Background: an optimization exercise with open tools, aiming at small area. Do not read the settings as production practice. Where RTL was checked, it was by simulation tests only, not by an equivalence proof against the original. Only the layout flow was run in runs 5 to 7; the RTL was not checked for function there. Power figures rest on the tool's default switching activity, not on a simulated workload.

[flow/design.v]
module sync_block (
    input         clock,
    input         reset,
    input  [7:0]  strategy_sel,
    input         start,
    input         fg_opto,
    input         phase,
    input         wire_sensor,
    input         detector_ready,
    input  [31:0] fg_open_delay,
    input  [31:0] detector_ready_timeout,
    input  [31:0] phase_shift,
    input  [31:0] detonate_len,
    input  [31:0] trigger_len,
    output        detonator_triggered,
    output        output_trigger,
    output        valid_scenario,
    output [7:0]  scenario_state
);
localparam [3:0] IDLE = 4'd0, FG_WAIT_OPTO = 4'd1, FG_WAIT_OPEN = 4'd2, DETONATE = 4'd3,
                 WIRE_TRIGGER = 4'd4, WAIT_PHASE_FRONT = 4'd5, WAIT_PHASE_DELAY = 4'd6,
                 TRIGGER_PROLONG = 4'd7, DETECTOR_BUSY = 4'd8, DETECTOR_WAIT = 4'd9,
                 DETECTOR_FINISHED = 4'd10;
wire s0 = (strategy_sel == 8'd0);
wire s1 = (strategy_sel == 8'd1);
wire s2 = (strategy_sel == 8'd2);
wire s3 = (strategy_sel == 8'd3);
wire s4 = (strategy_sel == 8'd4);
wire valid = s1 | s2 | s3 | s4;
reg [3:0]  st;       
reg [31:0] cq;        
localparam [31:0] CPOL = 32'hFFFFFFFF;
wire [31:0] cnt = cq ^ CPOL;
reg        det, trig;
reg        start_p, fg_p, wire_p, phase_p;
wire start_e = start & ~start_p;
wire fg_e    = fg_opto & ~fg_p;
wire wire_e  = wire_sensor & ~wire_p;
wire phase_e = phase & ~phase_p;
wire is_fgo  = (st == FG_WAIT_OPEN);
wire is_det  = (st == DETONATE);
wire is_wpd  = (st == WAIT_PHASE_DELAY);
wire is_tp   = (st == TRIGGER_PROLONG);
wire is_db   = (st == DETECTOR_BUSY);
wire is_dw   = (st == DETECTOR_WAIT);
wire is_test = s0 & st[0];
wire [31:0] lim = ({32{is_fgo}} & fg_open_delay) | ({32{is_det}} & detonate_len) |
                  ({32{is_tp}} & trigger_len) | ({32{is_wpd}} & phase_shift) |
                  ({32{is_dw}} & detector_ready_timeout);
wire [3:0] glt, geq;
genvar gi, gj;
generate for (gj = 0; gj < 4; gj = gj + 1) begin : g_grp
    wire [8:0] bw;
    assign bw[0] = 1'b0;
    for (gi = 0; gi < 8; gi = gi + 1) begin : g_bit
        wire c = cnt[8*gj+gi], l = lim[8*gj+gi];
        assign bw[gi+1] = (~c & l) | (~c & bw[gi]) | (l & bw[gi]);
    end
    assign glt[gj] = bw[8];
    assign geq[gj] = (cnt[8*gj+7:8*gj] == lim[8*gj+7:8*gj]);
end endgenerate
wire lt = glt[3] | geq[3] & (glt[2] | geq[2] & (glt[1] | geq[1] & glt[0]));
wire inc  = is_test | ((is_fgo | is_det | is_tp | is_wpd) & lt) | (is_dw & lt & ~detector_ready);
wire keep = inc | is_tp | is_db;
wire [31:0] all_ones_below;
assign all_ones_below[0] = 1'b1;
generate for (gi = 1; gi < 32; gi = gi + 1) begin : g_inc
    assign all_ones_below[gi] = all_ones_below[gi-1] & cnt[gi-1];
end endgenerate
reg [3:0] st_n;
always @(*) begin
    st_n = st;
    if (s0) begin
        if (st == IDLE && start) st_n = FG_WAIT_OPTO;
    end else if (valid) begin
        case (st)
            IDLE:              if (start_e) st_n = FG_WAIT_OPTO;
            FG_WAIT_OPTO:      if (fg_e) st_n = FG_WAIT_OPEN;
            FG_WAIT_OPEN:      if (!lt) st_n = s2 ? TRIGGER_PROLONG : s4 ? WAIT_PHASE_FRONT : DETONATE;
            DETONATE:          if (!lt) st_n = WIRE_TRIGGER;
            WIRE_TRIGGER:      if (wire_e) st_n = s1 ? TRIGGER_PROLONG : WAIT_PHASE_FRONT;
            WAIT_PHASE_FRONT:  if (phase_e) st_n = WAIT_PHASE_DELAY;
            WAIT_PHASE_DELAY:  if (!lt) st_n = TRIGGER_PROLONG;
            TRIGGER_PROLONG:   if (!lt) st_n = (s2 | s4) ? IDLE : DETECTOR_BUSY;
            DETECTOR_BUSY:     if (~detector_ready) st_n = DETECTOR_WAIT;
            DETECTOR_WAIT:     if (!(lt & ~detector_ready)) st_n = DETECTOR_FINISHED;
            DETECTOR_FINISHED: if (~start) st_n = IDLE;
            default:           st_n = IDLE;
        endcase
    end
end
always @(posedge clock) begin
    start_p <= start;
    fg_p    <= fg_opto;
    wire_p  <= wire_sensor;
    phase_p <= phase;
    cq <= CPOL ^ ((cnt ^ ({32{inc}} & all_ones_below)) & {32{keep & ~reset}});
    if (reset) begin
        st   <= IDLE;
        det  <= 1'b0;
        trig <= 1'b0;
    end else begin
        st   <= st_n;
        det  <= is_det & lt;
        trig <= (is_tp & lt) | (s3 & is_wpd & ~lt);
    end
end
reg [3:0] st_out;
always @(*) begin
    st_out = st;
    if (s1 & st[3]) st_out = st - 4'd2;                    
    if (s1 & st == TRIGGER_PROLONG) st_out = 4'd5;
    if (s2 & st == TRIGGER_PROLONG) st_out = 4'd3;
    if (s4 & st[2] & (st[1] | st[0])) st_out = st - 4'd2;  
end
assign detonator_triggered = det;
assign output_trigger      = trig;
assign valid_scenario      = valid;
assign scenario_state      = {cnt[6:3] & {4{s0}}, (cnt[2:0] & {3{s0}}) | st_out[3:1], st_out[0]};
endmodule
[flow/standard.sh]
#!/bin/bash
# synth_recipe.tcl (not shown) runs the flow's synth.tcl, then flattens the netlist and writes it again
# the make line also repeats each setting of config.mk as NAME=value (left out here)
make -C /OpenROAD-flow-scripts/flow DESIGN_CONFIG=/design/flow/config.mk WORK_HOME=/design/flow/orfs CLKGATE_MAP_FILE= SYNTH_SCRIPT=/design/flow/synth_recipe.tcl "${@:-finish}"
[flow/constraint.sdc]
create_clock -name core_clock -period 6.0 [get_ports {clock}]
set_input_delay 1.2000 -clock core_clock [delete_from_list [all_inputs] [get_ports {clock}]]
set_output_delay 1.2000 -clock core_clock [all_outputs]
set_load 0.01 [all_outputs]
[flow/flow/run.sh]
#!/bin/bash
# Standard layout, with these changes:
#  - the port buffers use the smallest buffer cell (buf_1);
#  - synthesis maps logic with an area-oriented ABC script (flow/abc_area.script);
#  - clock tree synthesis uses clkbuf_8 buffers and no dummy loads.
# Every tool's output goes to a log file in this folder.
set -euo pipefail
HERE=$(pwd)
mkdir -p "$HERE/scripts"
cp -r "$FLOW_HOME/scripts/." "$HERE/scripts/"
cp "$HERE/flow/abc_area.script" "$HERE/scripts/abc_area.script"
export SCRIPTS_DIR="$HERE/scripts"
export ABC_AREA=1
export BUFFER_PORTS_ARGS="-buffer_cell sky130_fd_sc_hd__buf_1"
export CTS_ARGS="-sink_clustering_enable -repair_clock_nets -buf_list sky130_fd_sc_hd__clkbuf_8 -dont_use_dummy_load"
bash standard.sh > standard_flow.log 2>&1
[flow/config.mk]
export PLATFORM = sky130hd
export DESIGN_NAME = sync_block
export DESIGN_NICKNAME = sync_block
export VERILOG_FILES = /design/flow/design.v
export SDC_FILE = /design/flow/constraint.sdc
export NUM_CORES = 4
export LEC_CHECK = 0
export CAP_MARGIN = 5
export CORE_MARGIN = 2
export CORE_UTILIZATION = 40
export GPL_TIMING_DRIVEN = 0
export SLEW_MARGIN = 5
[flow/flow/abc_area.script]
strash
&get -n
&st
&dch
&nf -R 50
&put
topo
==> results.sh, run 1 <==
export IMPL_ys_flop_type="dfxtp_1"
export IMPL_ios=186
export IMPL_ir_drop_uv=65.78
export IMPL_switchingPower_w=0.0001219
export IMPL_fin_crit_sh_pct=93.01
export IMPL_grtUsageTotal_pct=23.47
export IMPL_initial_core_util_pct=41.43
export IMPL_diodes=0
export IMPL_pwr_share_clk_pct=32.7
export IMPL_finalWirelength_mm=11.06
export IMPL_grt_overflow=0
export IMPL_avgSynthCellArea_um2=7.925
export IMPL_cts_path_max_buffers=2
export IMPL_cp_slowest_stage_delay_ns=0.60
export IMPL_routedWlPerCell_um=15.66
export IMPL_vias=4105
export IMPL_cp_required_ns=6.17
export IMPL_grt_pass1_vias=3614
export IMPL_synth_edf_count=0
export IMPL_whs_ns=0.5001
export IMPL_ff_latch_area_um2=840.8
export IMPL_cts_tree="built"
export IMPL_cts_root_buf="clkbuf_8"
export IMPL_power_internal_w=0.0003886
export IMPL_dieArea_mm2=0.008737
export IMPL_crit_type="flop to flop"
export IMPL_grt_pass1_wl_mm=16.85
export IMPL_crit_chain="nand2_1 -> nor2_4 -> a22oi_1 -> a21oi_1 -> maj3_1 -> a21oi_1 -> o21ai_0 -> maj3_1 -> a21oi_1 -> o21ai_0 -> a21oi_1 -> o211ai_1 -> a211o_1 -> a211oi_4 -> nor3b_1 -> o31ai_2 -> or4_1 -> or4_1 -> nor2_1 -> nand3b_1 -> nand2_1 -> o211ai_1"
export IMPL_rows=32
export IMPL_grt_max_degree=36
export IMPL_syn_inst=404
export IMPL_synthArstFlopShare_pct=0
export IMPL_drt_iter0_markers=304
export IMPL_worst_pin_slew_ns=0.9407
export IMPL_drt_first_pass_iters=6
export IMPL_worst_path_buf_inv=0
export IMPL_timing_slew_headroom_pct=37.22
export IMPL_total_leakage_power_nw=1.626
export IMPL_drv_slew=0
export IMPL_finalCriticalPeriod_ns=5.581
export IMPL_swShare_pct=23.88
export IMPL_synth_fp_nets=605
export IMPL_crit_slowest_cell="dfxtp_1"
export IMPL_clock_sinks=42
export IMPL_place_gp_congestion=0.8565
export IMPL_p_seq_share_pct=55.1
export IMPL_fin_worst_skew_ns=0.009408
export IMPL_worstHoldPathType="flop to flop"
export IMPL_status="no timing/DRC/antenna violations"
export IMPL_multiInputGateArea_mm2=0.002400
export IMPL_arrival_ns=5.75
export IMPL_worst_setup_path_end_kind="flop"
export IMPL_antenna_found_initial=0
export IMPL_syn_area_mm2=0.003202
export IMPL_crit_fanout=18
export IMPL_cts_max_level=2
export IMPL_dieWidth_um=93.47
export IMPL_ys_seq_elements=42
export IMPL_drtAntennaViolNets=0
export IMPL_hold_violations=0
export IMPL_nFillCells=768
export IMPL_synth_cell_types=39
export IMPL_pwr_share_comb_pct=12.2
export IMPL_hpwl_mm=8.469
export IMPL_p_per_area_mw_per_mm2=118.1
export IMPL_via_per_inst=5.814
export IMPL_setup_viol=0
export IMPL_synth_warnings=1
export IMPL_port_buffers=185
export IMPL_critPathMostFrequentCell="a21oi_1"
export IMPL_drc=0
export IMPL_areaGrowthSynthToFinish_pct=34.97
export IMPL_core_mm2=0.007727
export IMPL_drv_cap=0
export IMPL_ys_seq_area_share_pct=26.26
export IMPL_drive_above_1_share_pct=3.974
export IMPL_clkTransAtPathRegs_ns=0.07
export IMPL_fin_nets=807
export IMPL_cts_made_buffers=5
export IMPL_max_freq_ghz=0.1792
export IMPL_clk_latency_ns=0.29
export IMPL_fp_dieH_um=93.47
export IMPL_cp_top_family="simple AND/OR/NAND/NOR gates"
export IMPL_cp_start_kind="flop"
export IMPL_setup_tns_ns=0
==> power by group through the flow <==
stage	sequential [W]	clock (W)	combinational, W
after CTS	0.000281	0.000172	0.0000607
after global placement	0.000288	0	0.0000582
after global routing	0.000281	0.000182	0.0000693
after floorplan	0.000288	0	0.0000114
final	0.000281	0.000167	0.0000621
after detailed placement	0.000288	0	0.0000603
==> through the flow <==
stage	setup WS (ns)	utilization [%]	power, W	instances	cell area (um^2)
after floorplan	0.6691	-	0.0002991	404	3212
after global placement	-1.423	52.20	0.0003458	691	4034
after detailed placement	0.1331	54.11	0.0003480	696	4182
after CTS	0.1305	55.00	0.0005137	701	4250
after global routing	-0.001740	55.93	0.0005324	706	4322
final	0.4195	55.93	0.0005105	706	4322
==> area by class of cell <==
| cell class | instances | area share [%] |
|---|---|---|
| Multi-Input combinational cell | 357 | 55.53 |
| Tap cell | 102 | 2.953 |
| Buffer | 1 | 0.08686 |
| Sequential cell | 42 | 19.46 |
| Inverter | 5 | 0.4343 |
| Clock buffer | 5 | 1.592 |
| Timing Repair Buffer | 194 | 19.95 |
==> flip-flops by register name, summed over array words and instances, names as in the netlist <==
register	cells
cq	32
st	4
det	1
fg_p	1
phase_p	1
start_p	1
trig	1
wire_p	1
==> placed cells by master (no fill, tap or decap), drive strengths merged, types with 5 or more instances in the layout <==
master / count
o21ai: 18
nor3: 9
nor2: 27
nand3: 25
a222oi: 32
nand4: 7
dfxtp: 42
or3: 8
nand2b: 6
o22a: 16
o211ai: 7
or2: 5
buf: 195
ha: 26
clkinv: 5
a22oi: 32
a21oi: 16
nand2: 72
clkbuf: 5
==> routing by layer <==
metal | vias to the layer above | track usage (%) | part of all wire (%)
met5 | - | 0 | 0
met4 | 0 | 4.657 | 1.4
met3 | 11 | 3.465 | 8.2
met2 | 184 | 41.37 | 47
met1 | 1858 | 30.43 | 43
li1 | 2052 | - | -
==> worst register-to-register path: cells and delay by family, from the launching register on <==
family                   cells  cell delay, ns
AO/OA/AOI/OAI               12            1.69
adder cells (fa/ha/maj)      2            0.37
AND/OR/NAND/NOR              8            2.81
flip-flops                   1            0.60
==> worst paths after layout <==
kind | startpoint | endpoint | slack, ns | cells past startpoint
setup / recovery | st[0] | cq[31] | 0.42 | 22
hold / removal | cq[30] | cq[30] | 0.50 | 2
setup reg to reg | st[0] | cq[31] | 0.42 | 22
hold reg to reg | cq[30] | cq[30] | 0.50 | 2
==> cell families (layout without fill, tap and decap cells) <==
kind of cell               Yosys count  after routing  synth area share, %
and+or+nand+nor                    182            183                27.24
xor gates and xnor gates             5              5                1.368
buffers and inverters                6            205               0.7033
AOI/OAI and AO/OA                  141            141                33.65
DFF                                 42             42                26.26
adders and majority gates           28             28                10.79
==> repair_timing <==
item / CTS / global route
endpoints found under the hold margin: 0 / 0
buffers inserted: 0 / 4
hold buffers: 0 / 0
resized for setup: 0 / 6
setup endpoints to repair: 0 / 32
==> synthesized netlist by cell type (all sizes together) (2+ instances only) <==
master / n / share of area (%)
ha: 26 / 10
nand3: 25 / 3.9
or3: 8 / 1.6
nor4: 4 / 0.78
a22oi: 32 / 7.5
a21oi: 16 / 2.5
maj3: 2 / 0.63
a222oi: 32 / 10
dfxtp: 42 / 26
and2: 4 / 0.78
o21a: 2 / 0.47
or4: 3 / 0.70
o22a: 16 / 4.4
nand4b: 2 / 0.55
xnor2: 4 / 1.1
clkinv: 5 / 0.59
nand4: 7 / 1.4
nor3: 9 / 1.4
or2: 5 / 0.98
nand2: 72 / 8.4
o31ai: 3 / 0.70
nand3b: 3 / 0.70
o22ai: 4 / 0.78
a32oi: 2 / 0.55
nor3b: 3 / 0.70
nor2b: 4 / 0.78
o21ai: 18 / 2.8
o211ai: 7 / 1.6
nor2: 26 / 3.0
nand2b: 6 / 1.2
a211oi: 4 / 0.94
==> run 2, diff against run 1 <==
--- a/flow/config.mk
+++ b/flow/config.mk
@@ -8,5 +8,5 @@
 export CAP_MARGIN = 5
 export CORE_MARGIN = 2
-export CORE_UTILIZATION = 40
+export CORE_UTILIZATION = 65
 export GPL_TIMING_DRIVEN = 0
 export SLEW_MARGIN = 5
==> run 2 against run 1 <==
Still clean. Routed wire length grew 13%. Utilization grew 33 points. Die area shrank 37%. Synthesized area is the same. Global-route usage grew 16 points. First-iteration DRC count grew 87%. Critical path type unchanged.
==> results.sh, run 2 <==
export IMPL_ff_latch_area_um2=842.1
export IMPL_synth_fp_nets=605
export IMPL_p_seq_share_pct=54.6
export IMPL_final_cell_mix="186 x buf_1, 72 x nand2_1, 41 x dfxtp_1, 32 x a222oi_1, 32 x a22oi_1"
export IMPL_grt_overflow=0
export IMPL_total_leakage_power_nw=1.608
export IMPL_place_gp_congestion=0.9132
export IMPL_hold_path_end="cq[30]"
export IMPL_grtUsageTotal_pct=39.69
export IMPL_cts_root_buf="clkbuf_8"
export IMPL_fin_crit_sh_pct=95.67
export IMPL_crit_chain="nand2b_1 -> nor2_4 -> buf_8 -> a222oi_1 -> nand2_1 -> ha_1 -> o21a_1 -> o22a_1 -> o22a_1 -> o22a_1 -> o22a_1 -> o22a_1 -> o22a_1 -> a211o_1 -> a211oi_4 -> nor3b_1 -> o31ai_2 -> or4_1 -> or4_1 -> nor2_1 -> nand3b_1 -> nand2_1 -> o211ai_1"
export IMPL_rr_worst_depth=23
export IMPL_finalWirelength_mm=12.46
export IMPL_cp_start_kind="flop"
export IMPL_ios=186
export IMPL_avgSynthCellArea_um2=7.925
export IMPL_drtAntennaViolNets=0
export IMPL_worst_setup_path_end_kind="flop"
export IMPL_r2r_end="cq[31]"
export IMPL_rr_startpoint="st[2]"
export IMPL_grt_pass1_wl_mm=17.11
export IMPL_power_internal_w=0.0003886
export IMPL_cts_max_level=2
export IMPL_port_buffers=185
export IMPL_yosysTopAreaCell="dfxtp_1"
export IMPL_cts_path_max_buffers=2
export IMPL_hpwl_mm=8.670
export IMPL_dieArea_mm2=0.005503
export IMPL_diodes=0
export IMPL_crit_fanout=18
export IMPL_fin_worst_skew_ns=0.01491
export IMPL_synth_edf_count=0
export IMPL_synth_warnings=1
export IMPL_core_mm2=0.004723
export IMPL_max_freq_ghz=0.1742
export IMPL_areaGrowthSynthToFinish_pct=31.65
export IMPL_nFillCells=238
export IMPL_ys_seq_elements=42
export IMPL_drv_cap=0
export IMPL_synthArstFlopShare_pct=0
export IMPL_cp_required_ns=6.19
export IMPL_multiInputGateArea_mm2=0.002391
export IMPL_setup_viol=0
export IMPL_antenna_found_initial=0
export IMPL_clock_sinks=42
export IMPL_grt_max_degree=22
export IMPL_pwr_share_comb_pct=12.3
export IMPL_yosys_area_top_type_share_pct=26.26
export IMPL_worst_pin_slew_ns=0.6596
export IMPL_clk_latency_ns=0.30
export IMPL_r2r_slack_ns=0.26
export IMPL_synth_most_common_cell="nand2_1"
export IMPL_worstHoldPathType="flop to flop"
export IMPL_crit_slowest_cell="dfxtp_1"
export IMPL_ys_seq_area_share_pct=26.26
export IMPL_timing_slew_headroom_pct=55.62
export IMPL_final_util_pct=89.24
export IMPL_critPathMostFrequentCell="o22a_1"
export IMPL_vias=4605
export IMPL_routedWlPerCell_um=18.60
export IMPL_crit_type="flop to flop"
export IMPL_drt_first_pass_iters=10
export IMPL_synth_area_leaders="dfxtp_1 26%, ha_1 10%, a222oi_1 10%"
export IMPL_via_per_inst=6.873
export IMPL_syn_area_mm2=0.003202
export IMPL_cts_tree="built"
export IMPL_ir_drop_uv=97.80
export IMPL_dieWidth_um=74.19
export IMPL_drt_iter0_markers=568
export IMPL_drv_slew=0
export IMPL_ys_flop_type="dfxtp_1"
export IMPL_whs_path_depth=2
export IMPL_rows=25
export IMPL_regMostFlops="cq"
export IMPL_pwr_share_clk_pct=33.1
export IMPL_switchingPower_w=0.0001275
export IMPL_reg_largest_list="cq x32, st x4"
export IMPL_worst_path_stages=23
export IMPL_p_per_area_mw_per_mm2=122.5
export IMPL_finalCriticalPeriod_ns=5.740
export IMPL_cts_made_buffers=5
export IMPL_synth_cell_types=39
export IMPL_status="no timing/DRC/antenna violations"
export IMPL_largest_register_ff_count=32
export IMPL_arrival_ns=5.93
export IMPL_final_common_cell="buf_1"
export IMPL_fp_dieH_um=74.19
export IMPL_hold_violations=0
export IMPL_place_inst=662
export IMPL_design_area_mm2=0.004215
export IMPL_place_area_mm2=0.004098
export IMPL_grt_pass1_vias=4051
export IMPL_syn_inst=404
export IMPL_worst_path_buf_inv=1
export IMPL_whs_ns=0.5087
export IMPL_swShare_pct=24.71
export IMPL_ys_top_cells_by_count="72 x nand2_1, 42 x dfxtp_1, 32 x a222oi_1, 32 x a22oi_1"
export IMPL_clkTransAtPathRegs_ns=0.08
export IMPL_hp_start="cq[30]"
export IMPL_fin_nets=806
export IMPL_instances_no_fill=670
export IMPL_cp_top_family="simple AND/OR/NAND/NOR gates"
export IMPL_cp_slowest_stage_delay_ns=0.59
export IMPL_initial_core_util_pct=67.79
export IMPL_drive_above_1_share_pct=3.814
export IMPL_drc=0
export IMPL_setup_tns_ns=0
-- run 2: layout make-up --
cell class | count | area share, %
multi-input cells | 356 | 56.72
inverters | 5 | 0.4452
repair buffers | 194 | 19.15
plain buffers | 1 | 0.08905
well taps | 67 | 1.989
flip-flops and latches | 42 | 19.98
clock buffers | 5 | 1.633
-- run 2: through the flow --
| step | setup WS, ns | total power (W) |
|---|---|---|
| floorplan | 0.6691 | 0.0002991 |
| global route | -0.05222 | 0.0005272 |
| detailed placement | -0.006944 | 0.0003470 |
| finish | 0.2598 | 0.0005162 |
| global placement | -1.097 | 0.0003441 |
| CTS | 0.07239 | 0.0005071 |
-- run 2: how the worst max path moves through the flow --
stage                     startpoint     end  slack (ns)
after floorplan                st[0]  cq[31]        0.67
after global placement         st[1]  cq[10]       -1.10
after detailed placement       st[3]  cq[31]      -0.007
after CTS                      st[1]  cq[31]        0.07
after global routing           st[2]  cq[31]       -0.05
final                          st[2]  cq[31]        0.26
-- run 2: logic make-up (layout without fill, tap and decap cells) --
group / count (synthesis) / after routing / synth area share, %
AO/OA/AOI/OAI: 141 / 141 / 33.65
XOR/XNOR: 5 / 5 / 1.368
buffers and inverters: 6 / 205 / 0.7033
AND/OR/NAND/NOR: 182 / 182 / 27.24
flip-flops: 42 / 42 / 26.26
adder cells (fa/ha/maj): 28 / 28 / 10.79
-- run 2: routing by layer --
| layer | vias up | GRT usage [%] | share of wire, % |
|---|---|---|---|
| met3 | 85 | 9.892 | 11 |
| li1 | 2043 | - | - |
| met4 | 0 | 23.84 | 4.6 |
| met5 | - | 0 | 0 |
| met2 | 377 | 71.53 | 49 |
| met1 | 2100 | 41.39 | 35 |
-- run 2: repair_timing --
item,in CTS,in global routing
setup endpoints to repair,3,18
setup buffers,0,3
gates resized for setup,1,6
hold endpoints to repair,0,0
hold buffers,0,0
pin swaps,0,2
gates cloned,0,0
-- run 2: worst min-delay path, cell delays in order (launching register included) --
cell,delay (ns)
dfxtp_1,0.35
nand2_1,0.06
nand3_1,0.05
-- run 2: power by group through the flow --
stage                     sequential, W  combinational (W)  clock, W
after CTS                      0.000281          0.0000601  0.000166
after global routing           0.000282          0.0000692  0.000176
after detailed placement       0.000288          0.0000592         0
after global placement         0.000288          0.0000565         0
final                          0.000282          0.0000635  0.000171
after floorplan                0.000288          0.0000114         0
==> run 3, diff against run 2 <==
==> flow/flow/run.sh (replaced) <==
#!/bin/bash
# Standard layout, with these changes:
#  - the port buffers use the smallest buffer cell (buf_1);
#  - synthesis maps logic with an area-oriented ABC script (flow/abc_area.script);
#  - clock tree synthesis uses clkbuf_16 buffers, one sink cluster and no dummy loads.
# Every tool's output goes to a log file in this folder.
set -euo pipefail
HERE=$(pwd)
mkdir -p "$HERE/scripts"
cp -r "$FLOW_HOME/scripts/." "$HERE/scripts/"
cp "$HERE/flow/abc_area.script" "$HERE/scripts/abc_area.script"
export SCRIPTS_DIR="$HERE/scripts"
export ABC_AREA=1
export BUFFER_PORTS_ARGS="-buffer_cell sky130_fd_sc_hd__buf_1"
export CTS_ARGS="-sink_clustering_enable -sink_clustering_size 50 -sink_clustering_max_diameter 500 -buf_list sky130_fd_sc_hd__clkbuf_16 -root_buf sky130_fd_sc_hd__clkbuf_16 -dont_use_dummy_load -repair_clock_nets"
bash standard.sh > standard_flow.log 2>&1
--- a/flow/config.mk
+++ b/flow/config.mk
@@ -8,5 +8,5 @@
 export CAP_MARGIN = 5
 export CORE_MARGIN = 2
-export CORE_UTILIZATION = 65
+export CORE_UTILIZATION = 40
 export GPL_TIMING_DRIVEN = 0
 export SLEW_MARGIN = 5
==> run 3 against run 2 <==
Register-to-register slack improved by 0.17 ns. Global-route usage shrank 16 points. Worst setup slack better by 0.17 ns. Utilization down 33 points. Via count is 10% lower. Non-clock buffer count unchanged. Sequential power about the same. Critical endpoint unchanged. Largest cell class unchanged.
==> results.sh, run 3 <==
export IMPL_total_power_w=0.0005903
export IMPL_timing_slew_headroom_pct=35.93
export IMPL_fin_crit_sh_pct=92.80
export IMPL_cts_hold_buffers=0
export IMPL_dieArea_mm2=0.008737
export IMPL_regMostFlops="cq"
export IMPL_grt_max_degree=36
export IMPL_hold_violations=0
export IMPL_drive_above_1_share_pct=3.974
export IMPL_clk_latency_ns=0.28
export IMPL_cts_path_max_buffers=2
export IMPL_final_util_pct=56.65
export IMPL_worst_pin_slew_ns=0.9600
export IMPL_rows=32
export IMPL_ys_seq_elements=42
export IMPL_grt_overflow=0
export IMPL_fp_dieH_um=93.47
export IMPL_drv_slew=0
export IMPL_total_leakage_power_nw=1.651
export IMPL_grt_pass1_vias=3647
export IMPL_final_cell_mix="186 x buf_1, 72 x nand2_1, 42 x dfxtp_1, 32 x a222oi_1, 32 x a22oi_1"
export IMPL_synthArstFlopShare_pct=0
export IMPL_reg_largest_list="cq x32, st x4"
export IMPL_ios=186
export IMPL_vias=4127
export IMPL_avgSynthCellArea_um2=7.925
export IMPL_status="no timing/DRC/antenna violations"
export IMPL_p_per_area_mw_per_mm2=134.8
export IMPL_ys_seq_area_share_pct=26.26
export IMPL_synth_cell_types=39
export IMPL_ys_top_cells_by_count="72 x nand2_1, 42 x dfxtp_1, 32 x a222oi_1, 32 x a22oi_1"
export IMPL_yosys_area_top_type_share_pct=26.26
export IMPL_pre_cts_slack_ns=0.1331
export IMPL_instances_no_fill=706
export IMPL_crit_type="flop to flop"
export IMPL_cts_root_buf="clkbuf_16"
export IMPL_dieWidth_um=93.47
export IMPL_synth_warnings=1
export IMPL_largest_register_ff_count=32
export IMPL_r2r_slack_ns=0.43
export IMPL_fin_nets=807
export IMPL_cp_required_ns=6.16
export IMPL_fin_worst_skew_ns=0.006178
export IMPL_hpwl_mm=8.469
export IMPL_syn_inst=404
export IMPL_synth_area_leaders="dfxtp_1 26%, ha_1 10%, a222oi_1 10%"
export IMPL_drc=0
export IMPL_cts_max_level=2
export IMPL_setup_viol=0
export IMPL_clock_sinks=42
export IMPL_areaGrowthSynthToFinish_pct=36.73
export IMPL_place_inst=696
export IMPL_yosysTopAreaCell="dfxtp_1"
export IMPL_antenna_found_initial=0
export IMPL_drt_iter0_markers=317
export IMPL_initial_core_util_pct=41.43
export IMPL_diodes=0
export IMPL_ir_drop_uv=100.5
export IMPL_crit_fanout=18
export IMPL_nFillCells=756
export IMPL_clkTransAtPathRegs_ns=0.05
export IMPL_worst_slack_ns=0.4321
export IMPL_ys_flop_type="dfxtp_1"
export IMPL_worst_setup_path_end_kind="flop"
export IMPL_worstHoldPathType="flop to flop"
export IMPL_cts_made_buffers=5
export IMPL_finalCriticalPeriod_ns=5.568
export IMPL_finalWirelength_mm=11.08
export IMPL_port_buffers=185
export IMPL_synth_fp_nets=605
export IMPL_via_per_inst=5.846
export IMPL_arrival_ns=5.73
export IMPL_synth_edf_count=0
export IMPL_drtAntennaViolNets=0
export IMPL_routedWlPerCell_um=15.69
export IMPL_cts_tree="built"
export IMPL_max_freq_ghz=0.1796
export IMPL_place_gp_congestion=0.8565
export IMPL_synth_most_common_cell="nand2_1"
export IMPL_drt_first_pass_iters=8
export IMPL_grt_pass1_wl_mm=16.97
export IMPL_syn_area_mm2=0.003202
export IMPL_core_mm2=0.007727
export IMPL_final_common_cell="buf_1"
export IMPL_cp_start_kind="flop"
export IMPL_grtUsageTotal_pct=23.89
export IMPL_drv_cap=0
run 3: cell types whose count changed in the layout (fill, tap and decap cells not counted):
cell / before / now
clkbuf_8: 5 / 0
nand2b_1: 6 / 5
dfxtp_1: 41 / 42
buf_12: 0 / 1
buf_8: 6 / 1
clkbuf_16: 0 / 5
nand2b_2: 0 / 1
nor2_2: 1 / 2
dfxtp_2: 1 / 0
buf_16: 0 / 4
run 3: repair_timing:
item                       in CTS  in global routing
setup buffers                   0                  4
setup endpoints to repair       0                 32
resized for setup               0                  6
run 3: cell families (layout without fill, tap and decap cells):
group | after synthesis | after routing | share of synthesized area (%)
fa+ha+maj | 28 | 28 | 10.79
buf+inv | 6 | 205 | 0.7033
simple gates | 182 | 183 | 27.24
flops | 42 | 42 | 26.26
xor+xnor | 5 | 5 | 1.368
compound gates | 141 | 141 | 33.65
run 3: power breakdown:
group | total, W | internal, W | switching (W)
logic | 0.0000621 | 0.0000330 | 0.0000291
clock network | 0.000246 | 0.000147 | 0.0000994
registers | 0.000282 | 0.000281 | 0.000000904
run 3: worst paths after layout:
kind	from	to	cells after the start
setup / recovery	st[0]	cq[31]	22
hold / removal	cq[30]	cq[30]	2
setup reg to reg	st[0]	cq[31]	22
hold reg to reg	cq[30]	cq[30]	2
run 3: area by class of cell:
cell class | instances | area (um^2) | share of cell area (%)
repair buffers | 194 | 862.1 | 19.69
plain buffers | 1 | 3.754 | 0.08574
well taps | 102 | 127.6 | 2.915
clock buffers | 5 | 125.1 | 2.858
flip-flops and latches | 42 | 840.8 | 19.21
inverters | 5 | 18.77 | 0.4287
multi-input cells | 357 | 2400 | 54.82
run 3: worst max-delay path: stages, from the launching register on:
cell and delay (ns):
dfxtp_1 0.60, nand2_1 0.35, nor2_4 0.53, a22oi_1 0.13, a21oi_1 0.16, maj3_1 0.17
a21oi_1 0.04, o21ai_0 0.20, maj3_1 0.20, a21oi_1 0.04, o21ai_0 0.21, a21oi_1 0.07
o211ai_1 0.24, a211o_1 0.23, a211oi_4 0.12, nor3b_1 0.37, o31ai_2 0.16, or4_1 0.49
or4_1 0.50, nor2_1 0.27, nand3b_1 0.18, nand2_1 0.10, o211ai_1 0.08
run 3: layer usage:
metal	part of all wire, %	vias up	wire length [um]	GRT usage [%]
li1	-	2055	-	-
met1	42	1861	4686	30.67
met2	47	197	5234	41.67
met3	8.7	14	959	3.707
met4	1.8	0	201	6.127
met5	0	-	0	0
run 3: stage by stage:
step	TNS (ns)	hold WS [ns]	instance area, um^2
floorplan	0	0.4630	3212
global placement	-43.17	0.4877	4034
detailed placement	0	0.4910	4182
CTS	0	0.4999	4307
global route	-0.01546	0.5538	4378
finish	0	0.4960	4378
==> run 4, diff against run 3 <==
==> flow/flow/run.sh (replaced) <==
#!/bin/bash
# Standard layout, with these changes:
#  - the port buffers use the smallest buffer cell (buf_1);
#  - synthesis maps logic with an area-oriented ABC script (flow/abc_area.script);
#  - clock tree synthesis uses small sink clusters driven by clkbuf_4 buffers, and no dummy loads.
# Every tool's output goes to a log file in this folder.
set -euo pipefail
HERE=$(pwd)
mkdir -p "$HERE/scripts"
cp -r "$FLOW_HOME/scripts/." "$HERE/scripts/"
cp "$HERE/flow/abc_area.script" "$HERE/scripts/abc_area.script"
export SCRIPTS_DIR="$HERE/scripts"
export ABC_AREA=1
export BUFFER_PORTS_ARGS="-buffer_cell sky130_fd_sc_hd__buf_1"
export CTS_ARGS="-sink_clustering_enable -sink_clustering_size 8 -sink_clustering_max_diameter 50 -buf_list sky130_fd_sc_hd__clkbuf_4 -root_buf sky130_fd_sc_hd__clkbuf_8 -dont_use_dummy_load -repair_clock_nets"
bash standard.sh > standard_flow.log 2>&1
--- a/flow/config.mk
+++ b/flow/config.mk
@@ -8,5 +8,6 @@
 export CAP_MARGIN = 5
 export CORE_MARGIN = 2
-export CORE_UTILIZATION = 40
+export CORE_UTILIZATION = 50
 export GPL_TIMING_DRIVEN = 0
+export PLACE_DENSITY = 0.75
 export SLEW_MARGIN = 5
==> run 4 against run 3 <==
Register-to-register slack improved by 0.02 ns. Combinational power decreased by 3%. Count of clock-buffer cells in the layout stayed put. Critical path type unchanged. Largest power group unchanged.
==> results.sh, run 4 <==
export IMPL_syn_inst=404
export IMPL_fp_dieH_um=84.02
export IMPL_p_per_area_mw_per_mm2=120.1
export IMPL_via_per_inst=6.214
export IMPL_worst_pin_slew_ns=0.9283
export IMPL_crit_type="flop to flop"
export IMPL_ys_seq_area_share_pct=26.26
export IMPL_power_internal_w=0.0003880
export IMPL_arrival_ns=5.68
export IMPL_worst_slack_ns=0.4546
export IMPL_crit_chain="nor2b_1 -> and2_2 -> buf_16 -> a222oi_1 -> a21oi_1 -> maj3_1 -> a21oi_1 -> o21ai_0 -> maj3_1 -> a21oi_1 -> o21ai_0 -> a21oi_1 -> o211ai_1 -> a211o_1 -> a211oi_2 -> nor3b_1 -> o31ai_1 -> or4_1 -> or4_1 -> nor2_1 -> nand3b_1 -> nand2_1 -> o211ai_1"
export IMPL_routedWlPerCell_um=15.97
export IMPL_ys_seq_elements=42
export IMPL_grt_overflow=0
export IMPL_avgSynthCellArea_um2=7.925
export IMPL_total_power_w=0.0005087
export IMPL_port_buffers=185
export IMPL_total_leakage_power_nw=1.608
export IMPL_crit_fanout=18
export IMPL_drt_iter0_markers=342
export IMPL_whs_ns=0.4986
export IMPL_largest_register_ff_count=32
export IMPL_multiInputGateArea_mm2=0.002385
export IMPL_swShare_pct=23.72
export IMPL_final_common_cell="buf_1"
export IMPL_grtUsageTotal_pct=28.29
export IMPL_setup_viol=0
export IMPL_drc=0
export IMPL_drt_first_pass_iters=6
export IMPL_rows=29
export IMPL_ff_latch_area_um2=842.1
export IMPL_core_mm2=0.006277
export IMPL_critPathMostFrequentCell="a21oi_1"
export IMPL_r2r_slack_ns=0.45
export IMPL_finalCriticalPeriod_ns=5.545
export IMPL_switchingPower_w=0.0001207
export IMPL_syn_area_mm2=0.003202
export IMPL_yosysTopAreaCell="dfxtp_1"
export IMPL_pre_cts_slack_ns=0.1526
export IMPL_clkTransAtPathRegs_ns=0.07
export IMPL_hold_violations=0
export IMPL_synth_edf_count=0
export IMPL_ys_top_cells_by_count="72 x nand2_1, 42 x dfxtp_1, 32 x a222oi_1, 32 x a22oi_1"
export IMPL_hpwl_mm=8.267
export IMPL_synth_fp_nets=605
export IMPL_crit_slowest_cell="dfxtp_1"
export IMPL_drv_slew=0
export IMPL_antenna_found_initial=0
export IMPL_drtAntennaViolNets=0
export IMPL_place_gp_congestion=0.8966
export IMPL_finalWirelength_mm=10.85
export IMPL_cts_tree="built"
export IMPL_yosys_area_top_type_share_pct=26.26
export IMPL_dieWidth_um=84.02
export IMPL_grt_max_degree=36
export IMPL_worst_setup_path_end_kind="flop"
export IMPL_worstHoldPathType="flop to flop"
export IMPL_synthArstFlopShare_pct=0
export IMPL_synth_area_leaders="dfxtp_1 26%, ha_1 10%, a222oi_1 10%"
export IMPL_diodes=0
export IMPL_areaGrowthSynthToFinish_pct=32.32
export IMPL_nFillCells=575
export IMPL_status="no timing/DRC/antenna violations"
export IMPL_max_freq_ghz=0.1803
export IMPL_cts_hold_buffers=0
export IMPL_ir_drop_uv=96.01
export IMPL_pwr_share_comb_pct=11.9
export IMPL_clk_latency_ns=0.30
export IMPL_cts_made_buffers=5
export IMPL_reg_largest_list="cq x32, st x4"
export IMPL_cp_required_ns=6.14
export IMPL_final_cell_mix="186 x buf_1, 72 x nand2_1, 41 x dfxtp_1, 32 x a222oi_1, 32 x a22oi_1"
export IMPL_synth_cell_types=39
export IMPL_drive_above_1_share_pct=3.488
export IMPL_p_seq_share_pct=55.3
export IMPL_fin_nets=805
export IMPL_fin_worst_skew_ns=0.01555
export IMPL_cts_root_buf="clkbuf_8"
export IMPL_vias=4219
export IMPL_grt_pass1_vias=3833
export IMPL_cts_max_level=2
export IMPL_cts_path_max_buffers=2
export IMPL_drv_cap=0
export IMPL_grt_pass1_wl_mm=16.79
export IMPL_timing_slew_headroom_pct=38.05
export IMPL_ys_flop_type="dfxtp_1"
export IMPL_cp_slowest_stage_delay_ns=0.60
export IMPL_pwr_share_clk_pct=32.8
export IMPL_cp_start_kind="flop"
export IMPL_dieArea_mm2=0.007059
export IMPL_setup_tns_ns=0
export IMPL_clock_sinks=42
export IMPL_synth_most_common_cell="nand2_1"
export IMPL_ios=186
export IMPL_fin_crit_sh_pct=92.42
export IMPL_initial_core_util_pct=51.01
export IMPL_regMostFlops="cq"
export IMPL_synth_warnings=1
## run 4: changes by cell type in the layout (fill, tap and decap cells not counted), sizes merged
cell  delta
buf      -2
## run 4: path summary, 6_finish.rpt
kind | from | end | depth (start not counted)
setup / recovery | st[0] | cq[31] | 23
hold reg to reg | cq[30] | cq[30] | 2
hold / removal | cq[30] | cq[30] | 2
setup reg to reg | st[0] | cq[31] | 23
## run 4: stage by stage
stage,cells,area [um^2],util [%]
after floorplan,404,3212,-
after global placement,666,4003,63.76
after detailed placement,671,4113,65.52
after CTS,676,4182,66.61
after global routing,679,4237,67.49
final,679,4237,67.49
## run 4: critical path, delay by kind of cell, from the launching register on
| family | cells | cell delay, ns |
|---|---|---|
| adder cells (fa/ha/maj) | 2 | 0.38 |
| buffers and inverters | 1 | 0.20 |
| flip-flops | 1 | 0.60 |
| AO/OA/AOI/OAI | 12 | 1.61 |
| AND/OR/NAND/NOR | 8 | 2.59 |
## run 4: cell families (layout without fill, tap and decap cells)
logic type | Yosys count | in the layout | share of synthesized area (%)
compound gates | 141 | 141 | 33.65
xor+xnor | 5 | 5 | 1.368
fa+ha+maj | 28 | 28 | 10.79
buf+inv | 6 | 203 | 0.7033
flops | 42 | 42 | 26.26
simple gates | 182 | 183 | 27.24
## run 4: power groups by stage
stage | Combinational (W) | Clock [W] | Sequential (W)
after floorplan | 0.0000114 | 0 | 0.000288
after global placement | 0.0000572 | 0 | 0.000288
after detailed placement | 0.0000590 | 0 | 0.000288
after CTS | 0.0000595 | 0.000168 | 0.000281
after global routing | 0.0000670 | 0.000181 | 0.000282
final | 0.0000604 | 0.000167 | 0.000281
## run 4: timing repair
action	CTS	global route
setup buffers	0	2
endpoints found under the setup margin	0	25
gates resized for setup	0	4
## run 4: area by class of cell
type | count | share of cell area [%]
repair buffers | 192 | 19.40
multi-input cells | 357 | 56.29
well taps | 77 | 2.274
flip-flops and latches | 42 | 19.88
plain buffers | 1 | 0.08860
clock buffers | 5 | 1.624
inverters | 5 | 0.4430
## run 4: metal layers
metal  GRT usage (%)  part of all wire (%)  vias up
li1                -                     -     2057
met1           35.26                    42     1942
met2           48.27                    48      202
met3           5.836                   8.3       18
met4           9.677                   1.9        0
met5               0                     0        -
==> run 5, diff against run 4 <==
--- a/flow/design.v
+++ b/flow/design.v
@@ -48,17 +48,22 @@
                   ({32{is_tp}} & trigger_len) | ({32{is_wpd}} & phase_shift) |
                   ({32{is_dw}} & detector_ready_timeout);
-wire [3:0] glt, geq;
-genvar gi, gj;
-generate for (gj = 0; gj < 4; gj = gj + 1) begin : g_grp
-    wire [8:0] bw;
-    assign bw[0] = 1'b0;
-    for (gi = 0; gi < 8; gi = gi + 1) begin : g_bit
-        wire c = cnt[8*gj+gi], l = lim[8*gj+gi];
-        assign bw[gi+1] = (~c & l) | (~c & bw[gi]) | (l & bw[gi]);
+function automatic borrow_out(input [10:0] c, input [10:0] l, input integer n, input bin);
+    integer k;
+    reg b;
+    begin
+        b = bin;
+        for (k = 0; k < n; k = k + 1)
+            b = (~c[k] & l[k]) | (~c[k] & b) | (l[k] & b);
+        borrow_out = b;
     end
-    assign glt[gj] = bw[8];
-    assign geq[gj] = (cnt[8*gj+7:8*gj] == lim[8*gj+7:8*gj]);
-end endgenerate
-wire lt = glt[3] | geq[3] & (glt[2] | geq[2] & (glt[1] | geq[1] & glt[0]));
+endfunction
+wire b1   = borrow_out(cnt[10:0], lim[10:0], 11, 1'b0);
+wire b2_0 = borrow_out(cnt[21:11], lim[21:11], 11, 1'b0);
+wire b2_1 = borrow_out(cnt[21:11], lim[21:11], 11, 1'b1);
+wire b3_0 = borrow_out({1'b0, cnt[31:22]}, {1'b0, lim[31:22]}, 10, 1'b0);
+wire b3_1 = borrow_out({1'b0, cnt[31:22]}, {1'b0, lim[31:22]}, 10, 1'b1);
+wire b2   = b1 ? b2_1 : b2_0;
+wire lt   = b2 ? b3_1 : b3_0;
+genvar gi;
 wire inc  = is_test | ((is_fgo | is_det | is_tp | is_wpd) & lt) | (is_dw & lt & ~detector_ready);
 wire keep = inc | is_tp | is_db;
==> flow/flow/run.sh (replaced) <==
#!/bin/bash
# Standard layout, with these changes:
#  - the port buffers use the smallest buffer cell (buf_1);
#  - synthesis maps logic with an area-oriented ABC script (flow/abc_area.script);
#  - clock tree synthesis uses clkbuf_8 buffers and no dummy loads.
# Every tool's output goes to a log file in this folder.
set -euo pipefail
HERE=$(pwd)
mkdir -p "$HERE/scripts"
cp -r "$FLOW_HOME/scripts/." "$HERE/scripts/"
cp "$HERE/flow/abc_area.script" "$HERE/scripts/abc_area.script"
export SCRIPTS_DIR="$HERE/scripts"
export ABC_AREA=1
export BUFFER_PORTS_ARGS="-buffer_cell sky130_fd_sc_hd__buf_1"
export CTS_ARGS="-sink_clustering_enable -repair_clock_nets -buf_list sky130_fd_sc_hd__clkbuf_8 -dont_use_dummy_load"
bash standard.sh > standard_flow.log 2>&1
--- a/flow/config.mk
+++ b/flow/config.mk
@@ -8,6 +8,5 @@
 export CAP_MARGIN = 5
 export CORE_MARGIN = 2
-export CORE_UTILIZATION = 50
+export CORE_UTILIZATION = 40
 export GPL_TIMING_DRIVEN = 0
-export PLACE_DENSITY = 0.75
 export SLEW_MARGIN = 5
==> run 5 against run 4 <==
The layout now fails its checks (negative setup slack). First-iteration DRC count down 23%. Worst hold slack improved by 0.0090 ns. Sequential power hardly changed. Global-route usage shrank 4.2 points. Register-to-register slack got worse by 2.8 ns. Sequential cell count unchanged. Count of clock-buffer cells in the layout did not move. Critical path depth grew 4. Synthesized cell count is 0.99% lower. Critical endpoint unchanged. Largest power group unchanged.
==> results.sh, run 5 <==
export IMPL_ys_flop_type="dfxtp_1"
export IMPL_yosysTopAreaCell="dfxtp_1"
export IMPL_hpwl_mm=7.795
export IMPL_setup_viol=36
export IMPL_yosys_area_top_type_share_pct=27.45
export IMPL_cts_tree="built"
export IMPL_grt_overflow=0
export IMPL_cts_made_buffers=5
export IMPL_synth_area_leaders="dfxtp_1 27%, a222oi_1 10%, nand2_1 9.1%"
export IMPL_drv_cap=0
export IMPL_grt_pass1_vias=3813
export IMPL_rsz0062_at_grt="true"
export IMPL_fin_crit_sh_pct=140.6
export IMPL_multiInputGateArea_mm2=0.002496
export IMPL_whs_ns=0.5076
export IMPL_place_area_mm2=0.004094
export IMPL_ir_drop_uv=111.9
export IMPL_grtUsageTotal_pct=24.09
export IMPL_core_mm2=0.007331
export IMPL_worst_pin_slew_ns=1.007
export IMPL_total_leakage_power_nw=1.648
export IMPL_vias=4158
export IMPL_ys_seq_elements=42
export IMPL_synth_simple_area_share_pct=28.72
export IMPL_drt_first_pass_iters=7
export IMPL_ff_latch_area_um2=848.3
export IMPL_ys_seq_area_share_pct=27.45
export IMPL_nFillCells=656
export IMPL_final_util_pct=62.91
export IMPL_synthAdderAreaFrac_pct=5.392
export IMPL_drc=0
export IMPL_finalWirelength_mm=10.85
export IMPL_grt_max_degree=37
export IMPL_regMostFlops="cq"
export IMPL_cts_root_buf="clkbuf_8"
export IMPL_clkTransAtPathRegs_ns=0.08
export IMPL_clk_latency_ns=0.28
export IMPL_areaGrowthSynthToFinish_pct=50.57
export IMPL_via_per_inst=5.735
export IMPL_worstHoldPathType="flop to flop"
export IMPL_ios=186
export IMPL_rows=31
export IMPL_p_per_area_mw_per_mm2=110.3
export IMPL_drtAntennaViolNets=0
export IMPL_avgSynthCellArea_um2=7.657
export IMPL_clock_sinks=42
export IMPL_port_buffers=185
export IMPL_status="failed layout checks"
export IMPL_drt_iter0_markers=265
export IMPL_dieWidth_um=91.51
export IMPL_synthMuxAreaShare_pct=0.6944
export IMPL_finalCriticalPeriod_ns=8.436
export IMPL_fin_nets=805
export IMPL_synth_edf_count=0
export IMPL_syn_inst=400
export IMPL_crit_type="input port to flop"
export IMPL_crit_fanout=3
export IMPL_max_freq_ghz=0.1185
export IMPL_drive_above_1_share_pct=17.25
export IMPL_hold_violations=0
export IMPL_synth_cell_types=49
export IMPL_drv_slew=0
export IMPL_initial_core_util_pct=41.78
export IMPL_largest_register_ff_count=32
export IMPL_synth_fp_nets=577
export IMPL_ys_top_cells_by_count="74 x nand2_1, 42 x dfxtp_1, 36 x a22oi_1"
export IMPL_antenna_found_initial=0
export IMPL_synthArstFlopShare_pct=0
export IMPL_design_area_mm2=0.004612
export IMPL_synth_warnings=1
export IMPL_cp_start_kind="input port"
export IMPL_syn_area_mm2=0.003063
export IMPL_cp_required_ns=6.17
export IMPL_cts_path_max_buffers=2
export IMPL_reg_largest_list="cq x32, st x4"
export IMPL_fp_dieH_um=91.51
export IMPL_routedWlPerCell_um=14.97
export IMPL_cts_hold_buffers=0
export IMPL_diodes=0
export IMPL_grt_pass1_wl_mm=17.06
export IMPL_violations="negative setup slack"
export IMPL_fin_worst_skew_ns=0.008546
export IMPL_final_common_cell="buf_1"
export IMPL_place_gp_congestion=0.8571
export IMPL_worst_setup_path_end_kind="flop"
export IMPL_dieArea_mm2=0.008373
export IMPL_synth_xor_area_share_pct=0.8578
export IMPL_synth_most_common_cell="nand2_1"
export IMPL_pre_cts_slack_ns=-4.002
export IMPL_timing_slew_headroom_pct=32.58
export IMPL_synth_top_family_by_area="compound AO/OA/AOI/OAI gates"
export IMPL_arrival_ns=8.61
export IMPL_r2r_slack_ns=-2.35
export IMPL_final_cell_mix="186 x buf_1, 66 x nand2_1, 38 x dfxtp_1, 36 x a22oi_1, 32 x a222oi_1"
export IMPL_cts_max_level=2
export IMPL_worst_slack_ns=-2.436
export IMPL_synth_compound_area_share_pct=35.66
[run 5: cell type report]
type / count / area share (%)
well taps: 99 / 2.686
inverters: 9 / 0.7325
flip-flops and latches: 42 / 18.39
repair buffers: 220 / 22.49
multi-input cells: 349 / 54.12
plain buffers: 1 / 0.08139
clock buffers: 5 / 1.492
[run 5: critical path, cell delays in order]
cell      delay, ns
buf_1          0.07
a222oi_1       0.30
a21oi_1        0.11
maj3_2         0.30
maj3_2         0.29
maj3_2         0.29
maj3_2         0.29
maj3_2         0.30
maj3_2         0.30
maj3_2         0.29
maj3_2         0.29
maj3_2         0.30
maj3_2         0.31
mux2_4         0.32
mux2i_4        0.20
or3_1          0.33
a21boi_2       0.17
a211o_1        0.30
or4_4          0.45
nor2_4         0.11
nand2_2        0.06
or4_4          0.44
or4_4          0.44
or4_4          0.44
or4_4          0.46
a21boi_2       0.14
o21ai_1        0.08
[run 5: cells by family (layout without fill, tap and decap cells)]
logic type	after synthesis	in the layout
and+or+nand+nor	180	180
AOI/OAI and AO/OA	147	148
DFF	42	42
adders and majority gates	16	16
buffers and inverters	10	235
xor gates and xnor gates	3	3
muxes	2	2
[run 5: stage by stage]
step	total power [W]	setup TNS [ns]	instances
floorplan	0.0003024	-39.14	400
global placement	0.0003477	-92.48	684
detailed placement	0.0003492	-71.58	691
CTS	0.0005093	-35.45	714
global route	0.0005296	-44.77	725
finish	0.0005088	-36.23	725
[run 5: worst paths after layout]
path / end / cells past startpoint / start
max: cq[31] / 27 / fg_open_delay[0]
min: cq[9] / 2 / cq[9]
max reg2reg: cq[31] / 27 / st[3]
min reg2reg: cq[9] / 2 / cq[9]
[run 5: what timing repair did]
item,4_1_cts,5_1_grt
gates cloned,1,0
gates resized for setup,23,41
pin swaps,13,20
endpoints found under the setup margin,37,36
buffers inserted,17,11
[run 5: routing by layer]
metal | global-route usage (%) | wire (um) | up-vias
met2 | 44.98 | 5439 | 157
li1 | - | - | 2087
met1 | 29.98 | 4713 | 1907
met4 | 3.030 | 57 | 0
met3 | 3.154 | 642 | 7
met5 | 0 | 0 | -
[run 5: power breakdown]
group,switching [W],internal (W),leakage [nW]
sequential,0.00000121,0.000280,0.344
combinational,0.0000278,0.0000357,1.27
clock,0.0000888,0.0000752,0.0359
==> run 6, diff against run 5 <==
--- a/flow/design.v
+++ b/flow/design.v
@@ -48,21 +48,22 @@
                   ({32{is_tp}} & trigger_len) | ({32{is_wpd}} & phase_shift) |
                   ({32{is_dw}} & detector_ready_timeout);
-function automatic borrow_out(input [10:0] c, input [10:0] l, input integer n, input bin);
+function automatic group_lt(input [31:0] c, input [31:0] l, input integer lo, input integer n);
     integer k;
     reg b;
     begin
-        b = bin;
-        for (k = 0; k < n; k = k + 1)
+        b = 1'b0;
+        for (k = lo; k < lo + n; k = k + 1)
             b = (~c[k] & l[k]) | (~c[k] & b) | (l[k] & b);
-        borrow_out = b;
+        group_lt = b;
     end
 endfunction
-wire b1   = borrow_out(cnt[10:0], lim[10:0], 11, 1'b0);
-wire b2_0 = borrow_out(cnt[21:11], lim[21:11], 11, 1'b0);
-wire b2_1 = borrow_out(cnt[21:11], lim[21:11], 11, 1'b1);
-wire b3_0 = borrow_out({1'b0, cnt[31:22]}, {1'b0, lim[31:22]}, 10, 1'b0);
-wire b3_1 = borrow_out({1'b0, cnt[31:22]}, {1'b0, lim[31:22]}, 10, 1'b1);
-wire b2   = b1 ? b2_1 : b2_0;
-wire lt   = b2 ? b3_1 : b3_0;
+wire glt0 = group_lt(cnt, lim, 0, 11);
+wire glt1 = group_lt(cnt, lim, 11, 7);
+wire geq1 = (cnt[17:11] == lim[17:11]);
+wire glt2 = group_lt(cnt, lim, 18, 7);
+wire geq2 = (cnt[24:18] == lim[24:18]);
+wire glt3 = group_lt(cnt, lim, 25, 7);
+wire geq3 = (cnt[31:25] == lim[31:25]);
+wire lt = glt3 | geq3 & (glt2 | geq2 & (glt1 | geq1 & (glt0)));
 genvar gi;
 wire inc  = is_test | ((is_fgo | is_det | is_tp | is_wpd) & lt) | (is_dw & lt & ~detector_ready);
--- a/flow/config.mk
+++ b/flow/config.mk
@@ -8,5 +8,6 @@
 export CAP_MARGIN = 5
 export CORE_MARGIN = 2
-export CORE_UTILIZATION = 40
+export CORE_UTILIZATION = 50
 export GPL_TIMING_DRIVEN = 0
+export PLACE_DENSITY = 0.75
 export SLEW_MARGIN = 5
==> run 6 against run 5 <==
Now clean on timing, DRC and antenna. Combinational power down 1%. Cell area decreased by 5.8%. Utilization rose by 9.2 points.
==> results.sh, run 6 <==
export IMPL_place_gp_congestion=0.9104
export IMPL_timing_slew_headroom_pct=62.23
export IMPL_worstHoldPathType="flop to flop"
export IMPL_total_leakage_power_nw=1.634
export IMPL_cts_max_level=2
export IMPL_grt_pass1_wl_mm=18.24
export IMPL_crit_type="flop to flop"
export IMPL_synth_warnings=1
export IMPL_hold_path_end="cq[9]"
export IMPL_grt_use_met1_pct=39.39
export IMPL_clock_sinks=42
export IMPL_drive_above_1_share_pct=6.931
export IMPL_synthAdderAreaFrac_pct=9.758
export IMPL_worst_setup_path_end_kind="flop"
export IMPL_antenna_found_initial=0
export IMPL_synth_top_family_by_area="compound AO/OA/AOI/OAI gates"
export IMPL_ys_seq_elements=42
export IMPL_ios=186
export IMPL_busiest_layer="met2"
export IMPL_synth_edf_count=0
export IMPL_areaGrowthSynthToFinish_pct=37.68
export IMPL_synthArstFlopShare_pct=0
export IMPL_core_mm2=0.006026
export IMPL_grt_pass1_vias=4125
export IMPL_max_freq_ghz=0.1806
export IMPL_via_per_inst=6.329
export IMPL_grt_max_degree=23
export IMPL_final_cell_mix="186 x buf_1, 69 x nand2_1, 38 x dfxtp_1, 34 x a22oi_1, 33 x a222oi_1"
export IMPL_cp_required_ns=6.18
export IMPL_finalWirelength_mm=11.26
export IMPL_synth_xor_area_share_pct=1.111
export IMPL_use_met3_pct=6.064
export IMPL_hold_violations=0
export IMPL_rr_startpoint="st[3]"
export IMPL_yosys_area_top_type_share_pct=26.66
export IMPL_fin_worst_skew_ns=0.02195
export IMPL_met2_usage_pct=53.15
export IMPL_cts_hold_buffers=0
export IMPL_worst_pin_slew_ns=0.5622
export IMPL_whs_ns=0.4958
export IMPL_p_per_area_mw_per_mm2=117.8
export IMPL_rr_worst_depth=25
export IMPL_r2r_end="cq[31]"
export IMPL_synth_simple_area_share_pct=26.02
export IMPL_synth_cell_types=43
export IMPL_finalCriticalPeriod_ns=5.537
export IMPL_cts_path_max_buffers=2
export IMPL_synth_area_leaders="dfxtp_1 27%, a222oi_1 10%, ha_1 9.1%"
export IMPL_hpwl_mm=8.637
export IMPL_dieWidth_um=83.43
export IMPL_syn_inst=394
export IMPL_grtUsageTotal_pct=31.09
export IMPL_design_area_mm2=0.004343
export IMPL_cts_made_buffers=5
export IMPL_diodes=0
export IMPL_cp_slowest_stage_delay_ns=0.58
export IMPL_arrival_ns=5.71
export IMPL_fin_nets=806
export IMPL_nFillCells=519
export IMPL_place_area_mm2=0.004154
export IMPL_port_buffers=185
export IMPL_dieArea_mm2=0.006960
export IMPL_vias=4310
export IMPL_multiInputGateArea_mm2=0.002351
export IMPL_cp_start_kind="flop"
export IMPL_drc=0
export IMPL_clkTransAtPathRegs_ns=0.08
export IMPL_fin_crit_sh_pct=92.28
export IMPL_crit_fanout=21
export IMPL_drv_cap=0
export IMPL_fp_dieH_um=83.43
export IMPL_synth_compound_area_share_pct=35.07
export IMPL_drt_first_pass_iters=7
export IMPL_ys_seq_area_share_pct=26.66
export IMPL_regMostFlops="cq"
export IMPL_synth_fp_nets=592
export IMPL_cts_root_buf="clkbuf_8"
export IMPL_final_common_cell="buf_1"
export IMPL_rows=28
export IMPL_worst_slack_ns=0.4632
export IMPL_largest_register_ff_count=32
export IMPL_ir_drop_uv=123.8
export IMPL_setup_viol=0
export IMPL_grt_overflow=0
export IMPL_final_util_pct=72.07
export IMPL_pre_cts_slack_ns=-0.2687
export IMPL_synth_most_common_cell="nand2_1"
export IMPL_hp_start="cq[9]"
export IMPL_whs_path_depth=2
export IMPL_initial_core_util_pct=52.35
export IMPL_routedWlPerCell_um=16.53
export IMPL_r2r_slack_ns=0.46
export IMPL_ys_flop_type="dfxtp_1"
export IMPL_reg_largest_list="cq x32, st x4"
export IMPL_avgSynthCellArea_um2=8.006
export IMPL_drtAntennaViolNets=0
export IMPL_syn_area_mm2=0.003154
export IMPL_synthMuxAreaShare_pct=0.3173
export IMPL_setup_tns_ns=0
export IMPL_drt_iter0_markers=446
export IMPL_yosysTopAreaCell="dfxtp_1"
export IMPL_drv_slew=0
export IMPL_crit_slowest_cell="dfxtp_2"
export IMPL_ff_latch_area_um2=845.8
export IMPL_status="no timing/DRC/antenna violations"
export IMPL_clk_latency_ns=0.30
export IMPL_ys_top_cells_by_count="69 x nand2_1, 42 x dfxtp_1, 34 x a22oi_1"
export IMPL_cts_tree="built"
[run 6: where the power goes]
part	internal [W]	switching, W	total [W]
registers	0.000281	0.000000874	0.000281
logic	0.0000341	0.0000285	0.0000626
clock network	0.0000751	0.0000924	0.000168
total	0.000390	0.000122	0.000512
[run 6: cell type report]
| type | instances | share of cell area, % |
|---|---|---|
| plain buffers | 1 | 0.08643 |
| flip-flops and latches | 42 | 19.48 |
| well taps | 75 | 2.161 |
| multi-input cells | 343 | 54.13 |
| clock buffers | 5 | 1.585 |
| inverters | 8 | 0.8643 |
| repair buffers | 207 | 21.69 |
[run 6: critical path, delay by kind of cell, from the launching register on]
family / cells / cell delay [ns]
AOI/OAI and AO/OA: 11 / 1.48
DFF: 1 / 0.58
buffers and inverters: 3 / 0.55
and+or+nand+nor: 9 / 2.41
adders and majority gates: 2 / 0.38
[run 6: timing repair]
item | CTS | global route
pin swaps | 4 | 2
setup buffers | 6 | 7
resized for setup | 2 | 8
endpoints found under the setup margin | 3 | 13
[run 6: kinds of logic (layout without fill, tap and decap cells)]
family,Yosys count,after routing
and+or+nand+nor,171,171
AOI/OAI and AO/OA,142,142
DFF,42,42
adders and majority gates,25,25
buffers and inverters,9,221
xor gates and xnor gates,4,4
muxes,1,1
[run 6: metal layers]
metal,up-vias,part of all wire (%)
met2,238,49
li1,2047,-
met1,2005,40
met4,0,1.9
met3,20,9.0
met5,-,0
[run 6: how the worst max path moves through the flow]
stage | slack (ns) | cells past startpoint | to | from
2_1_floorplan | 0.03 | 22 | cq[31] | st[3]
4_1_cts | 0.03 | 25 | cq[31] | st[1]
3_5_place_dp | -0.27 | 25 | cq[31] | st[2]
5_1_grt | -0.01 | 25 | cq[31] | st[0]
3_3_place_gp | -1.94 | 20 | cq[5] | st[3]
6_report | 0.46 | 25 | cq[31] | st[3]
[run 6: metrics by stage]
step / total power (W) / std cells
final: 0.0005116 / 681
after global routing: 0.0005360 / 681
after CTS: 0.0005131 / 674
after detailed placement: 0.0003477 / 663
after global placement: 0.0003458 / 654
after floorplan: 0.0003003 / 394
==> run 7, diff against run 6 <==
--- a/flow/design.v
+++ b/flow/design.v
@@ -48,22 +48,31 @@
                   ({32{is_tp}} & trigger_len) | ({32{is_wpd}} & phase_shift) |
                   ({32{is_dw}} & detector_ready_timeout);
-function automatic group_lt(input [31:0] c, input [31:0] l, input integer lo, input integer n);
+function automatic borrow_out(input [31:0] c, input [31:0] l, input integer lo, input integer n, input bin);
     integer k;
     reg b;
     begin
-        b = 1'b0;
+        b = bin;
         for (k = lo; k < lo + n; k = k + 1)
             b = (~c[k] & l[k]) | (~c[k] & b) | (l[k] & b);
-        group_lt = b;
+        borrow_out = b;
     end
 endfunction
-wire glt0 = group_lt(cnt, lim, 0, 11);
-wire glt1 = group_lt(cnt, lim, 11, 7);
-wire geq1 = (cnt[17:11] == lim[17:11]);
-wire glt2 = group_lt(cnt, lim, 18, 7);
-wire geq2 = (cnt[24:18] == lim[24:18]);
-wire glt3 = group_lt(cnt, lim, 25, 7);
-wire geq3 = (cnt[31:25] == lim[31:25]);
-wire lt = glt3 | geq3 & (glt2 | geq2 & (glt1 | geq1 & (glt0)));
+wire bs0 = borrow_out(cnt, lim, 0, 5, 1'b0);
+wire bs1_0 = borrow_out(cnt, lim, 5, 5, 1'b0);
+wire bs1_1 = borrow_out(cnt, lim, 5, 5, 1'b1);
+wire bs1 = bs0 ? bs1_1 : bs1_0;
+wire bs2_0 = borrow_out(cnt, lim, 10, 5, 1'b0);
+wire bs2_1 = borrow_out(cnt, lim, 10, 5, 1'b1);
+wire bs2 = bs1 ? bs2_1 : bs2_0;
+wire bs3_0 = borrow_out(cnt, lim, 15, 5, 1'b0);
+wire bs3_1 = borrow_out(cnt, lim, 15, 5, 1'b1);
+wire bs3 = bs2 ? bs3_1 : bs3_0;
+wire bs4_0 = borrow_out(cnt, lim, 20, 6, 1'b0);
+wire bs4_1 = borrow_out(cnt, lim, 20, 6, 1'b1);
+wire bs4 = bs3 ? bs4_1 : bs4_0;
+wire bs5_0 = borrow_out(cnt, lim, 26, 6, 1'b0);
+wire bs5_1 = borrow_out(cnt, lim, 26, 6, 1'b1);
+wire bs5 = bs4 ? bs5_1 : bs5_0;
+wire lt = bs5;
 genvar gi;
 wire inc  = is_test | ((is_fgo | is_det | is_tp | is_wpd) & lt) | (is_dw & lt & ~detector_ready);
==> run 7 against run 6 <==
The layout now fails its checks (negative setup slack). Synthesized cell count rose by 4.1%. Count of clock-buffer cells in the layout did not move. Utilization fell by 1.2 points. First-iteration DRC count fell by 34%. Final cell count rose by 0.73%. Global-route usage fell by 2.2 points. Sequential cell count did not move. Largest cell class unchanged. Sequential power barely moved. Cell area fell by 3.3%. Power fell by 0.13%. Die area fell by 2.3%. Critical path depth fell by 4.
==> results.sh, run 7 <==
export IMPL_largest_register_ff_count=32
export IMPL_vias=4132
export IMPL_ir_drop_uv=133.3
export IMPL_grt_pass1_wl_mm=15.40
export IMPL_ff_latch_area_um2=848.3
export IMPL_grt_overflow=0
export IMPL_avgSynthCellArea_um2=7.510
export IMPL_final_common_cell="buf_1"
export IMPL_setup_viol=2
export IMPL_status="failed layout checks"
export IMPL_crit_fanout=2
export IMPL_worstHoldPathType="flop to flop"
export IMPL_finalWirelength_mm=10.41
export IMPL_cts_path_max_buffers=2
export IMPL_hp_start="cq[25]"
export IMPL_rr_startpoint="st[1]"
export IMPL_yosys_area_top_type_share_pct=27.31
export IMPL_areaGrowthSynthToFinish_pct=36.37
export IMPL_antenna_found_initial=0
export IMPL_worst_path_buf_inv=1
export IMPL_worst_slack_ns=-0.07745
export IMPL_ys_top_cells_by_count="82 x nand2_1, 42 x dfxtp_1, 35 x a22oi_1"
export IMPL_synth_warnings=1
export IMPL_drv_cap=0
export IMPL_drive_above_1_share_pct=7.529
export IMPL_ys_flop_type="dfxtp_1"
export IMPL_synth_cell_types=41
export IMPL_dieArea_mm2=0.006802
export IMPL_final_cell_mix="185 x buf_1, 80 x nand2_1, 38 x dfxtp_1, 35 x a22oi_1, 32 x a222oi_1"
export IMPL_grt_max_degree=35
export IMPL_ys_seq_elements=42
export IMPL_port_buffers=185
export IMPL_violations="negative setup slack"
export IMPL_synth_most_common_cell="nand2_1"
export IMPL_cp_slowest_stage_delay_ns=0.47
export IMPL_synth_fp_nets=587
export IMPL_clkTransAtPathRegs_ns=0.08
export IMPL_design_area_mm2=0.004199
export IMPL_fp_dieH_um=82.48
export IMPL_worst_setup_path_end_kind="flop"
export IMPL_total_leakage_power_nw=1.488
export IMPL_hold_violations=0
export IMPL_drt_iter0_markers=294
export IMPL_timing_slew_headroom_pct=47.12
export IMPL_drv_slew=0
export IMPL_ios=186
export IMPL_clock_sinks=42
export IMPL_cts_hold_buffers=0
export IMPL_whs_ns=0.5076
run 7: cell types whose count changed after synthesis, sizes merged, moves of 7 or more:
cell	before	now
o21ai	16	25
o22a	17	2
o22ai	2	10
ha	23	2
nand2	69	82
a21oi	12	19
run 7: worst reg2reg max path, delay by kind of cell (launching register included):
kind | cells | cell delay (ns)
compound gates | 3 | 0.59
flops | 1 | 0.40
xor+xnor | 1 | 0.15
fa+ha+maj | 4 | 1.26
simple gates | 9 | 2.19
mux | 5 | 1.37
run 7: area by class of cell:
type	instances	area share (%)
Buffer	1	0.08939
Clock buffer	5	1.639
Inverter	11	0.9833
Multi-Input combinational cell	356	55.69
Sequential cell	42	20.20
Tap cell	75	2.235
Timing Repair Buffer	196	19.16
run 7: through the flow:
step           instances  setup WS, ns  total power (W)
2_1_floorplan        410       -0.3085        0.0003021
3_3_place_gp         670        -1.656        0.0003476
3_5_place_dp         673        -1.197        0.0003493
4_1_cts              686       -0.2059        0.0005123
5_1_grt              686       -0.2829        0.0005317
6_report             686      -0.07745        0.0005110
run 7: report_power, final:
| part | total (W) | internal [W] | switching (W) | leakage [nW] |
|---|---|---|---|---|
| clock | 0.000163 | 0.0000751 | 0.0000881 | 0.0359 |
| sequential | 0.000281 | 0.000280 | 0.000000800 | 0.344 |
| combinational | 0.0000668 | 0.0000367 | 0.0000302 | 1.11 |
run 7: logic make-up (layout without fill, tap and decap cells):
family,after synthesis,count (layout),share of synthesized area [%]
compound gates,159,159,37.79
xor+xnor,9,9,2.560
fa+ha+maj,8,8,2.763
buf+inv,12,213,1.463
flops,42,42,27.31
mux,6,6,2.072
simple gates,174,174,26.05
run 7: routing by layer:
metal	vias up	track usage [%]	wire (um)
met3	12	4.891	787
met5	-	0	0
li1	2067	-	-
met2	179	51.94	4990
met1	1874	35.20	4497
met4	0	8.500	134
run 7: path summary, 6_finish.rpt:
check	end	slack, ns	cells past startpoint
hold / removal	cq[25]	0.51	2
setup reg to reg	cq[30]	-0.05	22
hold reg to reg	cq[25]	0.51	2
setup / recovery	cq[30]	-0.08	21
run 7: timing repair:
| action | CTS | global route |
|---|---|---|
| endpoints found under the setup margin | 32 | 7 |
| gates resized for setup | 15 | 8 |
| pin swaps | 12 | 5 |
| setup buffers | 8 | 0 |
| gates cloned | 0 | 0 |

Setup slack of run 7, layout unchanged: -0.077 ns with ideal ports, -0.070 ns with driving cells assumed (clock clkbuf_16, inputs buf_2), -0.386 ns with port delays also shifted by the 0.316 ns mid clock arrival.
